This is an optimization exercise on Yosys and OpenROAD, whose aim is small area, a short achievable clock period and few clock cycles, not a production implementation.
Only simulation tests tie the RTL to the original design; equivalence was not proved.

$ cat flow/config.mk
export PLATFORM = sky130hd
export DESIGN_NAME = Top
export DESIGN_NICKNAME = Top
export VERILOG_FILES = /design/flow/design.v
export SDC_FILE = /design/flow/constraint.sdc
export NUM_CORES = 4
export LEC_CHECK = 0
export CAP_MARGIN = 20
export CORE_MARGIN = 2
export CORE_UTILIZATION = 40
export SLEW_MARGIN = 20
$ cat flow/constraint.sdc
create_clock -name core_clock -period 10.0 [get_ports {CLK}]
set_input_delay 2.0000 -clock core_clock [delete_from_list [all_inputs] [get_ports {CLK}]]
set_output_delay 2.0000 -clock core_clock [all_outputs]
set_load 0.01 [all_outputs]
$ cat flow/design.v
`timescale 1ns / 1ps
module Multiplier(IN_A, IN_B, OUT);
input [7:0] IN_A, IN_B;
output [15:0] OUT;
assign OUT = ((IN_B[0] * IN_A)) + 
               ((IN_B[1] * IN_A) << 1) +
               ((IN_B[2] * IN_A) << 2) +
               ((IN_B[3] * IN_A) << 3) +
               ((IN_B[4] * IN_A) << 4) +
               ((IN_B[5] * IN_A) << 5) +
               ((IN_B[6] * IN_A) << 6) +
               ((IN_B[7] * IN_A) << 7);
endmodule
`timescale 1ns / 1ps
module ALU(CLK, SLOW_CLOCK_STRB, ARST_L, SELECT, EN, R0_INPUT, R1_INPUT, R2_INPUT, R3_INPUT, OUT, CONDITION_REG);
input [7:0] SELECT;
input CLK, SLOW_CLOCK_STRB, ARST_L;
input EN;
input [15:0] R0_INPUT;
input [15:0] R1_INPUT;
input [15:0] R2_INPUT;
input [15:0] R3_INPUT;
output reg [15:0] OUT;
wire [15:0] mul_out;
reg [15:0] in_a;
reg [15:0] in_b;
wire [3:0] reg_sel = SELECT[3:0];
Multiplier multiplier(.IN_A(in_a), .IN_B(in_b), .OUT(mul_out));
always @(*) begin
    case (reg_sel[3:2])
        2'b00:
            in_a = R0_INPUT;
        2'b01:
            in_a = R1_INPUT;
        2'b10:
            in_a = R2_INPUT;
        2'b11:
            in_a = R3_INPUT;
        default : in_a = 16'h0000;
    endcase
    case (reg_sel[1:0])
        2'b00:
            in_b = R0_INPUT;
        2'b01:
            in_b = R1_INPUT;
        2'b10:
            in_b = R2_INPUT;
        2'b11:
            in_b = R3_INPUT;
        default : in_b = 16'h0000;
    endcase
end
output reg [3:0] CONDITION_REG;  
always @(posedge CLK, negedge ARST_L)
begin
    if (ARST_L == 1'b0)
        CONDITION_REG <= 4'h0;
    else if (SLOW_CLOCK_STRB == 1) begin
        if (EN == 1'b1) begin
            if (OUT[15] == 1'b1)  
                CONDITION_REG[3] <= 1'b1;
            else
                CONDITION_REG[3] <= 1'b0;
            if (OUT == 16'h0000)  
                CONDITION_REG[2] <= 1'b1;
            else
                CONDITION_REG[2] <= 1'b0;
            if (SELECT[7:4] == 4'b0100 || SELECT[7:4] == 4'b0110 || SELECT[7:4] == 4'b1001) begin  
                if (OUT < in_a)
                    CONDITION_REG[1] <= 1'b1;
                else if (OUT < in_b)
                    CONDITION_REG[1] <= 1'b1;
                else
                    CONDITION_REG[1] <= 1'b0;
            end else
                CONDITION_REG[1] <= 1'b0;
            if (SELECT[7:4] == 4'b0100 || SELECT[7:4] == 4'b0110 || SELECT[7:4] == 4'b1001) begin  
                if (in_a[15] ^ in_b[15] != OUT[15])
                    CONDITION_REG[0] <= 1'b1;
                else
                    CONDITION_REG[0] <= 1'b0;
            end else
                CONDITION_REG[0] <= 1'b0;
        end
    end
end
always @(*) begin
    if (EN == 1'b1) begin
        case (SELECT[7:4])
            4'b0100: OUT = in_a + in_b;
            4'b0101: OUT = in_a - in_b;
            4'b0110: OUT = in_a << in_b;
            4'b0111: OUT = in_a >> in_b;
            4'b1000: OUT = in_a >>> in_b;
            4'b1001: OUT = mul_out;
            default: OUT = 16'h0000;
        endcase  
    end
    else
        OUT = 16'h0000;
end
endmodule
`timescale 1ns / 1ps
module Register(CLK, SLOW_CLOCK_STRB, ACLR_L, IN, OUT, IN_EN, MOV_EN);
input CLK, SLOW_CLOCK_STRB, ACLR_L, IN_EN, MOV_EN;
input [15:0] IN;
output [15:0] OUT;
reg [15:0] q_i;
always @(posedge CLK, negedge ACLR_L)
    begin
        if (ACLR_L == 1'b0)
            q_i <= 16'h0000;
        else if (SLOW_CLOCK_STRB == 1)
        begin
            if (IN_EN == 1'b1)
                q_i <= IN;
            else if (MOV_EN == 1'b1)
                q_i <= IN[7:0];
            else ;
        end
    end
assign OUT = q_i;
endmodule
`timescale 1ns / 1ps
module ProgramCounter(CLK, SLOW_CLOCK_STRB, ACLR_L, BRANCH, PC_COUNT, BRANCH_ADDRESS, PC_VAL);
input CLK, SLOW_CLOCK_STRB, ACLR_L, BRANCH, PC_COUNT;
input [7:0] BRANCH_ADDRESS;
output [7:0] PC_VAL;
reg [7:0] PC_VAL;
always @(posedge CLK, negedge ACLR_L)
    begin
        if (ACLR_L == 1'b0)
            PC_VAL <= 0;
        else if (SLOW_CLOCK_STRB == 1)
        begin
            if (PC_COUNT == 1'b1)
                PC_VAL <= PC_VAL + 1;
            else if (BRANCH == 1'b1)
                PC_VAL <= BRANCH_ADDRESS;
            else ;
        end
    end
endmodule
`timescale 1ns / 1ps
module CPULogic(
                CLK, SLOW_CLOCK_STRB, ARST_L, FULL_OPCODE, 
                ram_out, ram_wr, 
                pc_out, pc_count, 
                ir_in, ir_out, 
                r0_in, r0_mov, r0_out, 
                r1_in, r1_mov,  r1_out,
                r2_in, r2_mov,  r2_out,
                r3_in, r3_mov,  r3_out,
                out_in,
                alu_en, alu_sel, condition_flags,
                branch
);
input CLK, SLOW_CLOCK_STRB, ARST_L;
input [9:0] FULL_OPCODE;
input [3:0] condition_flags;
output ram_out, ram_wr;
output pc_out, pc_count;
output ir_in, ir_out;
output r0_in, r0_mov, r0_out;
output r1_in, r1_mov, r1_out;
output r2_in, r2_mov, r2_out;
output r3_in, r3_mov, r3_out;
output out_in;
output alu_en;
output [7:0] alu_sel;
output branch;
reg [1:0] fetch_step;
reg [1:0] next_fetch_step;
wire fetch_new;
wire [7:0] OPCODE;
assign OPCODE = FULL_OPCODE[9:2];
always @(posedge CLK, negedge ARST_L)
    begin
        if (ARST_L == 1'b0)
            fetch_step <= 2'b00;
        else if (SLOW_CLOCK_STRB == 1)
            fetch_step <= next_fetch_step;
    end
always @(fetch_step, fetch_new)
    begin
        casez ({fetch_step, fetch_new})
            3'b00_?: next_fetch_step = 2'b01;    
            3'b01_?: next_fetch_step = 2'b11;    
            3'b11_0: next_fetch_step = 2'b11;    
            3'b11_1: next_fetch_step = 2'b00;    
            default: next_fetch_step = 2'b11;
        endcase
    end
reg [1:0] op_step;
reg [1:0] next_op_step;
always @(posedge CLK, negedge ARST_L)
    begin
        if (ARST_L == 1'b0)
            op_step <= 2'b11;  
        else if (SLOW_CLOCK_STRB == 1)
            op_step <= next_op_step;
    end
always @(OPCODE, op_step, fetch_step)
    begin
        if (fetch_step == 2'b01)
            next_op_step <= 2'b00;  
        else begin
            casez ({OPCODE, op_step})
                11'b0000_????_00: next_op_step <= 2'b01;  
                11'b0000_????_01: next_op_step <= 2'b11;  
                11'b0001_????_00: next_op_step <= 2'b01;  
                11'b0001_????_01: next_op_step <= 2'b11;  
                11'b0010_????_00: next_op_step <= 2'b11;  
                11'b0100_????_00: next_op_step <= 2'b11;  
                11'b0101_????_00: next_op_step <= 2'b11;  
                11'b0110_????_00: next_op_step <= 2'b11;  
                11'b0111_????_00: next_op_step <= 2'b11;  
                11'b1000_????_00: next_op_step <= 2'b11;  
                11'b1001_????_00: next_op_step <= 2'b11;  
                11'b1110_????_00: next_op_step <= 2'b11;  
                11'b1111_????_00: next_op_step <= 2'b11;  
                11'b????_????_11: next_op_step <= 2'b11;
                default: next_op_step <= 2'b11;
            endcase
        end
    end
assign pc_out = (fetch_step == 2'b00) ? 1'b1 : 1'b0;
assign ram_out = (fetch_step == 2'b01 || (OPCODE[7:4] == 4'h0 && op_step == 2'b01)) ? 1'b1 : 1'b0;
assign ir_in = (fetch_step == 2'b01) ? 1'b1 : 1'b0;
assign pc_count = (fetch_step == 2'b01) ? 1'b1 : 1'b0;
assign ir_out = (OPCODE[7:4] == 4'h2 && op_step == 2'b00) || branch == 1'b1 ? 1'b1 : 1'b0;
assign r0_in = (OPCODE[7:2] == 6'b0000_00 && op_step == 2'b01) || ((OPCODE[7:4] >= 4'h4 && OPCODE[7:4] <= 4'h9) && FULL_OPCODE[1:0] == 2'b00 && op_step == 2'b00) ? 1'b1 : 1'b0;
assign r1_in = (OPCODE[7:2] == 6'b0000_01 && op_step == 2'b01) || ((OPCODE[7:4] >= 4'h4 && OPCODE[7:4] <= 4'h9) && FULL_OPCODE[1:0] == 2'b01 && op_step == 2'b00) ? 1'b1 : 1'b0;
assign r2_in = (OPCODE[7:2] == 6'b0000_10 && op_step == 2'b01) || ((OPCODE[7:4] >= 4'h4 && OPCODE[7:4] <= 4'h9) && FULL_OPCODE[1:0] == 2'b10 && op_step == 2'b00) ? 1'b1 : 1'b0;
assign r3_in = (OPCODE[7:2] == 6'b0000_11 && op_step == 2'b01) || ((OPCODE[7:4] >= 4'h4 && OPCODE[7:4] <= 4'h9) && FULL_OPCODE[1:0] == 2'b11 && op_step == 2'b00) ? 1'b1 : 1'b0;
assign ram_wr = (OPCODE[7:4] == 4'h1 && op_step == 2'b01) ? 1'b1 : 1'b0;
assign r0_out = ((OPCODE[7:4] == 4'h0 && OPCODE[1:0] == 2'b00 && op_step == 2'b00) || (OPCODE[7:4] == 4'h1 && OPCODE[1:0] == 2'b00 && op_step == 2'b00) || (OPCODE[7:2] == 6'b0001_00 && op_step == 2'b01) || (OPCODE == 8'hF0 && op_step == 2'b00)) ? 1'b1 : 1'b0;
assign r1_out = ((OPCODE[7:4] == 4'h0 && OPCODE[1:0] == 2'b01 && op_step == 2'b00) || (OPCODE[7:4] == 4'h1 && OPCODE[1:0] == 2'b01 && op_step == 2'b00) || (OPCODE[7:2] == 6'b0001_01 && op_step == 2'b01) || (OPCODE == 8'hF1 && op_step == 2'b00)) ? 1'b1 : 1'b0;
assign r2_out = ((OPCODE[7:4] == 4'h0 && OPCODE[1:0] == 2'b10 && op_step == 2'b00) || (OPCODE[7:4] == 4'h1 && OPCODE[1:0] == 2'b10 && op_step == 2'b00) || (OPCODE[7:2] == 6'b0001_10 && op_step == 2'b01) || (OPCODE == 8'hF2 && op_step == 2'b00)) ? 1'b1 : 1'b0;
assign r3_out = ((OPCODE[7:4] == 4'h0 && OPCODE[1:0] == 2'b11 && op_step == 2'b00) || (OPCODE[7:4] == 4'h1 && OPCODE[1:0] == 2'b11 && op_step == 2'b00) || (OPCODE[7:2] == 6'b0001_11 && op_step == 2'b01) || (OPCODE == 8'hF3 && op_step == 2'b00)) ? 1'b1 : 1'b0;
assign r0_mov = (OPCODE == 8'h20 && op_step == 2'b00) ? 1'b1 : 1'b0;
assign r1_mov = (OPCODE == 8'h21 && op_step == 2'b00) ? 1'b1 : 1'b0;
assign r2_mov = (OPCODE == 8'h22 && op_step == 2'b00) ? 1'b1 : 1'b0;
assign r3_mov = (OPCODE == 8'h23 && op_step == 2'b00) ? 1'b1 : 1'b0;
assign alu_en = (OPCODE[7:4] >= 4'h4 && OPCODE[7:4] <= 4'h9 && op_step == 2'b00) ? 1'b1 : 1'b0;
assign alu_sel = OPCODE;
assign branch = (OPCODE[7:4] == 4'hE && op_step == 2'b00) && 
                                 ((OPCODE[3:0] == 4'h0) ||  
    (OPCODE[3:0] == 4'h1 && condition_flags[2] == 1'b1) ||  
    (OPCODE[3:0] == 4'h2 && condition_flags[2] == 1'b0) ||  
    (OPCODE[3:0] == 4'h3 && condition_flags[1] == 1'b1) ||  
    (OPCODE[3:0] == 4'h4 && condition_flags[1] == 1'b0) ||  
    (OPCODE[3:0] == 4'h5 && condition_flags[3] == 1'b1) ||  
    (OPCODE[3:0] == 4'h6 && condition_flags[3] == 1'b0) ||  
    (OPCODE[3:0] == 4'h7 && condition_flags[0] == 1'b1) ||  
    (OPCODE[3:0] == 4'h8 && condition_flags[0] == 1'b0) ||  
    (OPCODE[3:0] == 4'h9 && condition_flags[2:1] == 2'b01) ||  
    (OPCODE[3:0] == 4'hA && (condition_flags[2] == 1'b1 || condition_flags[1] == 1'b1)) ||  
    (OPCODE[3:0] == 4'hB && condition_flags[3] == condition_flags[0]) ||  
    (OPCODE[3:0] == 4'hC && condition_flags[3] != condition_flags[0]) ||  
    (OPCODE[3:0] == 4'hD && (condition_flags[3] == condition_flags[0] && condition_flags[2] == 1'b0)) ||  
    (OPCODE[3:0] == 4'hE && (condition_flags[3] != condition_flags[0] && condition_flags[2] == 1'b1))) ? 1'b1 : 1'b0;  
assign out_in = (OPCODE[7:4] == 4'hF && op_step == 2'b00) ? 1'b1 : 1'b0;
assign fetch_new = (!(fetch_step == 2'b00 || fetch_step == 2'b01) && next_op_step == 2'b11);
endmodule
`timescale 1ns / 1ps
module Top(CLK, SLOW_CLOCK_STRB, ARST_L, SYS_OUT, OUT_VALID, MEM_ADDR, MEM_WDATA, MEM_WE, MEM_RDATA);
input CLK, SLOW_CLOCK_STRB, ARST_L;
output [15:0] SYS_OUT;
output reg OUT_VALID;
output [7:0] MEM_ADDR;
output [15:0] MEM_WDATA;
output MEM_WE;
input [15:0] MEM_RDATA;
wire [15:0] bus;
wire ram_out, ram_wr;  
wire branch, pc_out, pc_count;
wire r0_in, r1_in, r2_in, r3_in;
wire r0_out, r1_out, r2_out, r3_out;
wire r0_mov, r1_mov, r2_mov, r3_mov;
wire ir_in, ir_out;
wire out_in;
wire alu_en;
wire [7:0] alu_sel;
wire [3:0] condition_bus;
wire [15:0] r0_bus, r1_bus, r2_bus, r3_bus, ir_bus, ram_bus, alu_bus;
wire [7:0] pc_bus;
assign bus = (r0_out == 1'b1) ? r0_bus : (r1_out == 1'b1) ? r1_bus : (r2_out == 1'b1) ? r2_bus : (r3_out == 1'b1) ? r3_bus : (ir_out == 1'b1) ? ir_bus
 : (alu_en == 1'b1) ? alu_bus : (ram_out == 1'b1) ? ram_bus : (pc_out == 1'b1) ? {8'h00, pc_bus} : 16'h0000;
Register r0(
    .CLK(CLK),
    .SLOW_CLOCK_STRB(SLOW_CLOCK_STRB),
    .ACLR_L(ARST_L),
    .IN(bus),
    .OUT(r0_bus),
    .IN_EN(r0_in),
    .MOV_EN(r0_mov)
);
Register r1(
    .CLK(CLK),
    .SLOW_CLOCK_STRB(SLOW_CLOCK_STRB),
    .ACLR_L(ARST_L),
    .IN(bus),
    .OUT(r1_bus),
    .IN_EN(r1_in),
    .MOV_EN(r1_mov)
);
Register r2(
    .CLK(CLK),
    .SLOW_CLOCK_STRB(SLOW_CLOCK_STRB),
    .ACLR_L(ARST_L),
    .IN(bus),
    .OUT(r2_bus),
    .IN_EN(r2_in),
    .MOV_EN(r2_mov)
);
Register r3(
    .CLK(CLK),
    .SLOW_CLOCK_STRB(SLOW_CLOCK_STRB),
    .ACLR_L(ARST_L),
    .IN(bus),
    .OUT(r3_bus),
    .IN_EN(r3_in),
    .MOV_EN(r3_mov)
);
Register instruction_reg(
    .CLK(CLK),
    .SLOW_CLOCK_STRB(SLOW_CLOCK_STRB),
    .ACLR_L(ARST_L),
    .IN(bus),
    .OUT(ir_bus),
    .IN_EN(ir_in),
    .MOV_EN(1'b0)  
);
ALU alu(
    .CLK(CLK),
    .SLOW_CLOCK_STRB(SLOW_CLOCK_STRB),
    .ARST_L(ARST_L),
    .SELECT(alu_sel),
    .EN(alu_en),
    .R0_INPUT(r0_bus),
    .R1_INPUT(r1_bus),
    .R2_INPUT(r2_bus),
    .R3_INPUT(r3_bus),
    .OUT(alu_bus),
    .CONDITION_REG(condition_bus)
);
wire [7:0] store_addr = (ir_bus[9:8] == 2'b00) ? r0_bus[7:0] : (ir_bus[9:8] == 2'b01) ? r1_bus[7:0] :
                        (ir_bus[9:8] == 2'b10) ? r2_bus[7:0] : r3_bus[7:0];
assign ram_bus = MEM_RDATA;
assign MEM_ADDR = (ram_wr == 1'b1) ? store_addr : bus[7:0];
assign MEM_WDATA = bus;
assign MEM_WE = ram_wr;
ProgramCounter pc(
    .CLK(CLK),
    .SLOW_CLOCK_STRB(SLOW_CLOCK_STRB),
    .ACLR_L(ARST_L),
    .BRANCH(branch),
    .PC_COUNT(pc_count),
    .BRANCH_ADDRESS(bus[7:0]),
    .PC_VAL(pc_bus)
);
CPULogic cpu_logic(
    .CLK(CLK),
    .SLOW_CLOCK_STRB(SLOW_CLOCK_STRB),
    .ARST_L(ARST_L),
    .FULL_OPCODE(ir_bus[15:6]), 
    .ram_out(ram_out),
    .ram_wr(ram_wr),
    .pc_out(pc_out),
    .pc_count(pc_count),
    .ir_in(ir_in),
    .ir_out(ir_out),
    .r0_in(r0_in),
    .r1_in(r1_in),
    .r2_in(r2_in),
    .r3_in(r3_in),
    .r0_out(r0_out),
    .r1_out(r1_out),
    .r2_out(r2_out),
    .r3_out(r3_out),
    .r0_mov(r0_mov),
    .r1_mov(r1_mov),
    .r2_mov(r2_mov),
    .r3_mov(r3_mov),
    .out_in(out_in),
    .alu_en(alu_en),
    .alu_sel(alu_sel),
    .condition_flags(condition_bus),
    .branch(branch)
);
Register out(
    .CLK(CLK),
    .SLOW_CLOCK_STRB(SLOW_CLOCK_STRB),
    .ACLR_L(ARST_L),
    .IN(bus),
    .OUT(SYS_OUT),
    .IN_EN(out_in),
    .MOV_EN(1'b0)  
);
always @(posedge CLK, negedge ARST_L)
begin
    if (ARST_L == 1'b0)
        OUT_VALID <= 1'b0;
    else
        OUT_VALID <= out_in & SLOW_CLOCK_STRB;
end
endmodule
$ cat flow/run.sh
#!/bin/bash
# synth_recipe.tcl (not shown) runs the flow's synth.tcl, then flattens the netlist and writes it again
# the make line also repeats each setting of config.mk as NAME=value (left out here)
make -C /OpenROAD-flow-scripts/flow DESIGN_CONFIG=/design/flow/config.mk WORK_HOME=/design/flow/orfs CLKGATE_MAP_FILE= SYNTH_SCRIPT=/design/flow/synth_recipe.tcl finish
==> results.txt <==
==> repair_timing <==
action / in CTS / in global routing
endpoints found under the setup margin: 0 / 5
buffers inserted: 0 / 0
resized for setup: 0 / 4
==> placed cells by master (no fill, tap or decap), drive strengths merged, types with 26 or more instances in the layout <==
master         synthesis  layout
ha                    80      80
mux2i                 29      29
nor2                 160     160
fa                    39      39
mux2                  26      26
o21ai                106     106
a21oi                 70      70
clkdlybuf4s50          0      59
nand2                168     168
inv                   87      96
buf                   30      30
dfrtp                111     111
mux4                  32      32
xnor2                 28      28
==> metal layers <==
metal / global-route usage, % / part of all wire [%] / vias to the layer above
met3: 3.80 / 7.8 / 146
met4: 18.1 / 6.4 / 0
met1: 41.3 / 41 / 5799
met5: 0 / 0 / -
li1: - / - / 5347
met2: 46.8 / 45 / 725
==> state kept, by name, indices dropped and copies added, names as in the netlist <==
signal,cells
r1.q_i,16
alu.CONDITION_REG,4
instruction_reg.q_i,16
cpu_logic.op_step,2
r2.q_i,16
pc.PC_VAL,8
r0.q_i,16
out.q_i,16
OUT_VALID,1
cpu_logic.fetch_step,2
r3.q_i,16
==> metrics by stage <==
step	worst slack, ps	instance area [sq um]	utilization [%]
global route	15.7	13700	45.3
floorplan	1880	12200	-
CTS	148	13700	45.2
detailed placement	631	13200	43.3
finish	418	13700	45.3
global placement	742	13100	43.3
==> kinds of logic (layout without fill, tap and decap cells) <==
kind of cell             after synthesis  after routing
AND/OR/NAND/NOR                      502            502
AO/OA/AOI/OAI                        410            410
buffers and inverters                173            214
adder cells (fa/ha/maj)              119            119
flip-flops                           113            113
multiplexers                          87             87
XOR/XNOR                              36             36
==> worst paths after layout <==
check	start	endpoint	slack (ps)	depth (start not counted)
min in group asynchronous	ARST_L	out.q_i[3]	1540	1
worst min-delay path	out.q_i[11]	out.q_i[11]	480	2
worst min register to register	out.q_i[11]	out.q_i[11]	480	2
max in group asynchronous	ARST_L	instruction_reg.q_i[9]	7030	2
worst max-delay path	instruction_reg.q_i[8]	MEM_WDATA[15]	420	23
worst max register to register	instruction_reg.q_i[8]	alu.CONDITION_REG[1]	2460	26
==> final cells by class <==
class	instances	area (sq um)	area share (%)
Inverter	93	353	2.57
Clock buffer	17	425	3.10
Sequential cell	113	2830	20.6
Clock inverter	15	141	1.03
Timing Repair Buffer	89	816	5.94
Tap cell	396	495	3.61
Multi-Input combinational cell	1154	8670	63.1
==> worst max-delay path, stage by stage (launching register included) <==
cell	delay, ps
dfrtp_1	370
buf_4	410
mux4_2	520
inv_1	390
nor2_1	110
fa_1	490
inv_1	50
fa_1	490
inv_1	50
fa_1	470
inv_1	50
fa_1	470
inv_1	40
ha_1	360
a21oi_1	110
nand2b_1	190
a311oi_1	330
a211oi_1	100
xnor2_1	510
nand2_1	140
a21oi_1	330
o21ai_1	240
a21oi_2	330
clkdlybuf4s50_1	600
==> metrics.md <==
| Metric | Value |
|---|---|
| Outcome | complete, no violations |
| # fillers | 2999 |
| DR vias | 12000 |
| Post-cts hold buffer count | 0 |
| Post-Synth XOR/XNOR Area | 2.58% |
| RSZ-0062 raised after global routing | false |
| Crit path DAT | 7580 ps |
| Mux contribution to synthesized area | 10.8% |
| Worst-path clk slew | ~60 ps |
| Fin crit period | 9580 ps |
| Asr flop ratio synth | 100% |
| Antenna-violating nets left | 0 |
| Achievable frequency | 104 MHz |
| Ys Warns | 7 |
| Synthesized flop and latch total | 113 |
| Slew Limit Fails | 0 |
| Syn Area/Cell | about 8.5 sq um |
| Dominant cell type by area after synthesis | dfrtp_1 |
| Post-synth top flop | dfrtp_1 |
| Slew @ Worst Pin | 982 ps |
| DP Wirelength | between 30000 and 40000 um |
| Largest net degree at the start of global routing | 77 |
| Drt via density | 6.40 |
| Initial Util | a little over 40% |
| Core Region | 30300 sq um |
| Initial antenna violation count | 0 |
| Top post-synthesis cells by area | dfrtp_1 (23%), ha_1 (8.2%), fa_1 (6.4%) |
| Count leader, synth | nand2_1 |
| Synth top cells by count | nand2_1 (167), nor2_1 (158), dfrtp_1 (111) |
| Clock Latency Late Sink | about 430 ps |
| RePlAce Congestion | between 1 and 1.5 |
| Post-route clock period utilization | 95.8% |
| Max clock buf depth | 2 |
| Seq/Total Area, Yosys | 23.1% |
| H-tree Lvls | 4 |
| HP Class | reg -> reg |
| Startpoint type of the worst setup path | register |
| Die area | 32000 sq um |
| GRT Overall Usage | 30.5% |
| Top Ports | 61 |
| Num rows | 64 |
| # Max-Cap Violations | 0 |
| TritonCTS Buffers | 17 |
| Root Buffer | clkbuf_16 |
| Compound-Gate Fraction of Synth Area | 23.2% |
| Routed WL per cell | 25.4 um |
| Main combinational cell family by area after synthesis | compound AO/OA/AOI/OAI gates |
| CTS tree | built |
| Global-route wire length before repair | 72700 um |
| Final setup vio count | 0 |
| Congestion Overflow GR | 0 |
| Post-Synthesis Cells | roughly 1400 |
| Critical path data required time | 8000 ps |
| Drt pass-1 iters | 6 |
| # nets final | roughly 1600 |
| Layout cells sized above 1 | 11.0% |
| N_diodes | 0 |
| 1st-iter DRT viols | 1259 |
| Mapped Area | 12200 sq um |
| Area Overhead vs Synth | 12.3% |
| Remaining DRCs | 0 |
| Synth Area in Simple Gates | 19.6% |
| Final hold violation count | 0 |
| Final hold slack | roughly 480 ps |
| Die Y | 179 um |
| Slew headroom | 34.5% |
| Vias in the first global route | 11700 |
| IO Port Bufs | 60 |
| Crit Path Category | reg -> out |
| Post-synthesis adder-cell area fraction | 14.6% |
| Syn Nets | ~1600 |
| Final Routed Wirelength | 47600 um |
| Die span in x | 179 um |
| Final Non-Filler Cells | around 1900 |
| Crit path max fanout | 35 |
| Share of the synthesized area in the top cell type | between 20% and 30% |
| Setup Total Neg Slack | 0 ps |
| Netlist cell types | 97 |
| EDFF count, synth | 0 |
| Placed Instances | approximately 1800 |
| Worst setup EP type | primary output |
| Clock sink total | 113 |
| Clk_skew | 9.85 ps |
Testbench counts, summed over its fixed seeds: cycles 146,282.

==> static timing again, ports no longer ideal <==
Ports are ideal in the flow. The routed layout listed here was re-timed in OpenROAD. Step 1 sets driving cells, clkbuf_16 on the clock port and buf_2 on the other inputs (assumed; they add their load-dependent delay and slew). Step 2, shift: input delay + t, output delay - t, t = (earliest + latest rising clock arrival at the registers) / 2. This alone moves slack from input paths to output paths. Three values: ideal, step 1, step 2; two values: the first two.
t (ns): 0.464
slack for setup (ns): 0.418 / 0.378 / 0.842
hold slack, ns: 0.480 / 0.480 / 0.480
worst data-port slew with drivers (ns): 0.04
After both steps setup and hold are still met in this run. For this run, drivers alone change the setup slack by -0.040 ns; drivers and shift together by +0.424 ns.
